Context: an optimization exercise on an open-source flow, tuned for small area. The choices shown serve that exercise and are no tape-out recipe.
In this exercise RTL edits were held to simulation tests only and were not proved equivalent to the original.
No activity file was given, so power comes from the tool's default toggle rates.

==> job 2939: inputs <==
// outCPLD
module	outCPLD	(
	input	pclk_50M,
	input	rst,
	input	[1:8]	outP,
	input	[1:28]	out,
	output	logic	[1:8]	eoutP,
	output	logic	[1:28]	eout);
localparam	int	T	=	500000;
localparam	logic	[18:0]	TV	=	T;
logic	[18:0]	cnt;
logic	[1:8]	last_outP;
logic	[1:28]	last_out;
logic	check;
wire	top	=	&(cnt	|	~TV);
wire	fire	=	check	&	top	&	~cnt[0];	 
wire	sat	=	top	&	cnt[0];
function automatic integer pidx(input integer a, input integer b);
	pidx	=	(b-1)*(b-2)/2 + a;
endfunction
logic	[1:8]	c	[1:8];
logic	[1:8]	first	[1:8];
logic	[1:8]	wr;		 
logic	[1:28]	nxt;	 
always_comb	begin
	for	(int i = 1; i <= 8; i++)	begin
		logic	seen;
		seen	=	1'b0;
		for	(int j = 1; j <= 8; j++)	begin
			if	(j == i)	c[i][j]	=	1'b0;
			else	if	(i < j)	c[i][j]	=	outP[j]	&	out[pidx(i,j)];
			else	c[i][j]	=	outP[j]	&	out[pidx(j,i)];
			first[i][j]	=	c[i][j]	&	~seen;
			seen	=	seen	|	c[i][j];
		end
		wr[i]	=	~outP[i]	&	seen;
	end
	for	(int b = 2; b <= 8; b++)
		for	(int a = 1; a <= 7; a++) if (a < b)
			nxt[pidx(a,b)]	=	(~outP[a]	&	first[a][b])
						|	(~outP[b]	&	first[b][a])
						|	((outP[a]	^	outP[b])	&	~wr[a]	&	~wr[b]	&	eout[pidx(a,b)]);
end
  ...
==> module outCPLD, before the edit <==
module	outCPLD	(
	input	pclk_50M,
	input	rst,
	input	[1:8]	outP,
	input	[1:28]	out,
	output	logic	[1:8]	eoutP,
	output	logic	[1:28]	eout);
localparam	int	T	=	500000;
localparam	logic	[18:0]	TV	=	T;
logic	[18:0]	cnt;
logic	[1:8]	last_outP;
logic	[1:28]	last_out;
logic	check;
wire	top	=	&(cnt	|	~TV);
wire	fire	=	check	&	top	&	~cnt[0];	 
wire	sat	=	top	&	cnt[0];
function automatic integer pidx(input integer a, input integer b);
	pidx	=	(b-1)*(b-2)/2 + a;
endfunction
logic	[1:8]	c	[1:8];
logic	[1:8]	first	[1:8];
logic	[1:8]	wr;		 
logic	[1:28]	nxt;	 
always_comb	begin
	for	(int i = 1; i <= 8; i++)	begin
		logic	seen;
		seen	=	1'b0;
		for	(int j = 1; j <= 8; j++)	begin
			if	(j == i)	c[i][j]	=	1'b0;
			else	if	(i < j)	c[i][j]	=	outP[j]	&	out[pidx(i,j)];
			else	c[i][j]	=	outP[j]	&	out[pidx(j,i)];
			first[i][j]	=	c[i][j]	&	~seen;
			seen	=	seen	|	c[i][j];
		end
		wr[i]	=	~outP[i]	&	seen;
	end
	for	(int b = 2; b <= 8; b++)
		for	(int a = 1; a <= 7; a++) if (a < b)
			nxt[pidx(a,b)]	=	(~outP[a]	&	first[a][b])
						|	(~outP[b]	&	first[b][a])
						|	((outP[a]	^	outP[b])	&	~wr[a]	&	~wr[b]	&	eout[pidx(a,b)]);
end
always_ff	@(posedge	pclk_50M)	begin
	last_outP	<=	rst	?	8'b0	:	outP;
	last_out	<=	rst	?	28'b0	:	out;
	check	<=	~rst	&	(outP	==	last_outP)	&	(out	==	last_out);
	cnt	<=	check	?	cnt	+	{18'b0,	~sat}	:	19'b0;
	if	(rst)	begin
		eoutP	<=	8'b0;
		eout	<=	28'b0;
	end	else	if	(~check)	begin
		eoutP	<=	eoutP	&	outP;
		eout	<=	nxt;
	end	else	if	(fire)
		eoutP	<=	eoutP	|	outP;
end
endmodule
make LEC_CHECK=0 CAP_MARGIN=20 CORE_MARGIN=2 CORE_UTILIZATION=40 PLACE_DENSITY=0.6 SLEW_MARGIN=20 finish   # period 20.0 ns
run.sh (not shown) runs the stock make flow with config.mk's settings and CLKGATE_MAP_FILE= SYNTH_SCRIPT=/design/flow/synth_recipe.tcl, a recipe that flattens the netlist after the stock synthesis.
==> job 8701 (differences from job 2939) <==
==> flow/design.v (replaced) <==
module	outCPLD	(
	input	pclk_50M,
	input	rst,
	input	[1:8]	outP,
	input	[1:28]	out,
	output	logic	[1:8]	eoutP,
	output	logic	[1:28]	eout);
localparam	int	T	=	500000;
localparam	logic	[18:0]	S0	=	19'h4db31;
logic	[18:0]	cnt;
logic	[1:8]	last_outP;
logic	[1:28]	last_out;
logic	check;
logic	rst_d;
wire	z18	=	~|cnt[17:0];
wire	at_t	=	cnt[18]	&	z18;		 
wire	fb	=	(cnt[18]	^	cnt[5])	&	~at_t;
wire	upd	=	~check	&	~rst;		 
wire	hld	=	check	&	~rst;
wire	fire	=	hld	&	at_t;		 
function automatic integer pidx(input integer a, input integer b);
	pidx	=	(a < b) ? (b-1)*(b-2)/2 + a : (a-1)*(a-2)/2 + b;
endfunction
logic	[1:8]	g	[1:8];
logic	[1:8]	k;
logic	[1:28]	nxt;
always_comb	begin
	for	(int i = 1; i <= 8; i++)	begin
		logic	run;
		run	=	upd	&	~outP[i];
		for	(int j = 1; j <= 8; j++)	begin
			g[i][j]	=	run;
			if	(j != i)	run	=	run	&	~(outP[j]	&	out[pidx(i,j)]);
		end
		k[i]	=	run;
	end
	for	(int b = 2; b <= 8; b++)
		for	(int a = 1; a <= 7; a++)
			if	(a < b)
				nxt[pidx(a,b)]	=	(out[pidx(a,b)]	&	((g[a][b]	&	outP[b])	|	(g[b][a]	&	outP[a])))
							|	(eout[pidx(a,b)]	&	(hld	|	(k[a]	&	outP[b])	|	(k[b]	&	outP[a])));
end
always_ff	@(posedge	pclk_50M)	begin
	last_outP	<=	outP;
	last_out	<=	out;
	rst_d	<=	rst;
	check	<=	~rst	&	(rst_d	?	(outP	==	8'b0)	&	(out	==	28'b0)
						:	(outP	==	last_outP)	&	(out	==	last_out));
	cnt	<=	check	?	{cnt[17:0],	fb}	:	S0;
	eout	<=	nxt;
	for	(int i = 1; i <= 8; i++)
		eoutP[i]	<=	(outP[i]	&	(fire	|	(eoutP[i]	&	~rst)))	|	(eoutP[i]	&	hld);
end
endmodule
==> flow/flow/run.sh (new file) <==
#!/bin/bash
# Own flow: the standard layout (standard.sh) with
#  - the standard synthesis, but an area-oriented abc script (flow/synth.tcl),
#  - every port still buffered, with the smallest buffer (buf_1),
#  - CTS from small clock buffers and without dummy loads.
set -euo pipefail
W=$(pwd)
sed "s#SYNTH_SCRIPT=[^ ]*#SYNTH_SCRIPT=$W/flow/synth.tcl#" standard.sh > own_standard.sh
bash own_standard.sh finish \
  "BUFFER_PORTS_ARGS=-buffer_cell sky130_fd_sc_hd__buf_1" \
  "CTS_ARGS=-sink_clustering_enable -repair_clock_nets -buf_list sky130_fd_sc_hd__clkbuf_8 -dont_use_dummy_load" \
  > flow.log 2>&1
==> flow/flow/area.abc (new file) <==
strash
&get -n
&deepsyn -T 20
&dch -f
&nf -R 1000
&put
topo
==> flow/flow/synth.tcl (new file) <==
# The standard synthesis (synth_recipe.tcl), with only the abc script for
# the combinational logic changed to an area-oriented one (area.abc).
set ::area_abc [file join [file dirname [file normalize [info script]]] area.abc]
proc synth {args} { yosys synth -nofsm -noshare {*}$args }
proc abc {args} {
  set i [lsearch -exact $args -script]
  if { $i >= 0 } { lset args [expr { $i + 1 }] $::area_abc }
  yosys abc {*}$args
}
source $::env(SCRIPTS_DIR)/synth.tcl
# left out here: clear keep_hierarchy, flatten, clean up, hide names made inside functions, write 1_2_yosys.v
==> flow/standard.sh (new file) <==
#!/bin/bash
# synth_recipe.tcl (not shown) runs the flow's synth.tcl, then flattens the netlist and writes it again
# the make line also repeats each setting of config.mk as NAME=value (left out here)
make -C /OpenROAD-flow-scripts/flow DESIGN_CONFIG=/design/flow/config.mk WORK_HOME=/design/flow/orfs CLKGATE_MAP_FILE= SYNTH_SCRIPT=/design/flow/synth_recipe.tcl "${@:-finish}"
removed: flow/run.sh
==> run notes <==
status=timing/DRC/antenna clean; placed cell count=652; Non-CTS buffers=82; Worst Setup Slack, final=12.75 ns; PwrDens=74.8 mW/mm^2; WP depth=12; WP data arrival=7.51 ns; vias in the first global route=3723
The numbers above come from job 8701.

==> run notes <==
Die Ht=115 um; status=timing/DRC/antenna clean; vias in the first global route=4649; PwrDens=71.0 mW/mm^2; placed cell count=777; Non-CTS buffers=83; WP depth=5
The numbers above come from job 2939.

-- port drivers added, routing unchanged --
Ports are ideal in the flow. The routed layouts listed here were re-timed in OpenROAD. Step 1, drivers: a clkbuf_16 drives pclk_50M and a buf_2 each remaining input, both assumed. Step 2 also shifts input and output timing later by t, the mid clock arrival at the registers, as if the neighbouring blocks saw the same clock. Three values: no drivers, after step 1, after step 2; two values: the first two.
| run | t (ns) | setup slack, ns | worst setup path at the end | worst data-port slew with drivers (ns) |
|---|---|---|---|---|
| job 2939 | 0.389 | 13.492 / 13.493 / 13.104 | input to register | 0.05 |
| job 8701 | 0.389 | 12.754 / 12.769 / 12.380 | input to register | 0.05 |
After both steps every run listed still meets setup and hold. The setup slack of job 2939, which loses most, moves by +0.001 ns with the drivers and by -0.388 ns with both steps.
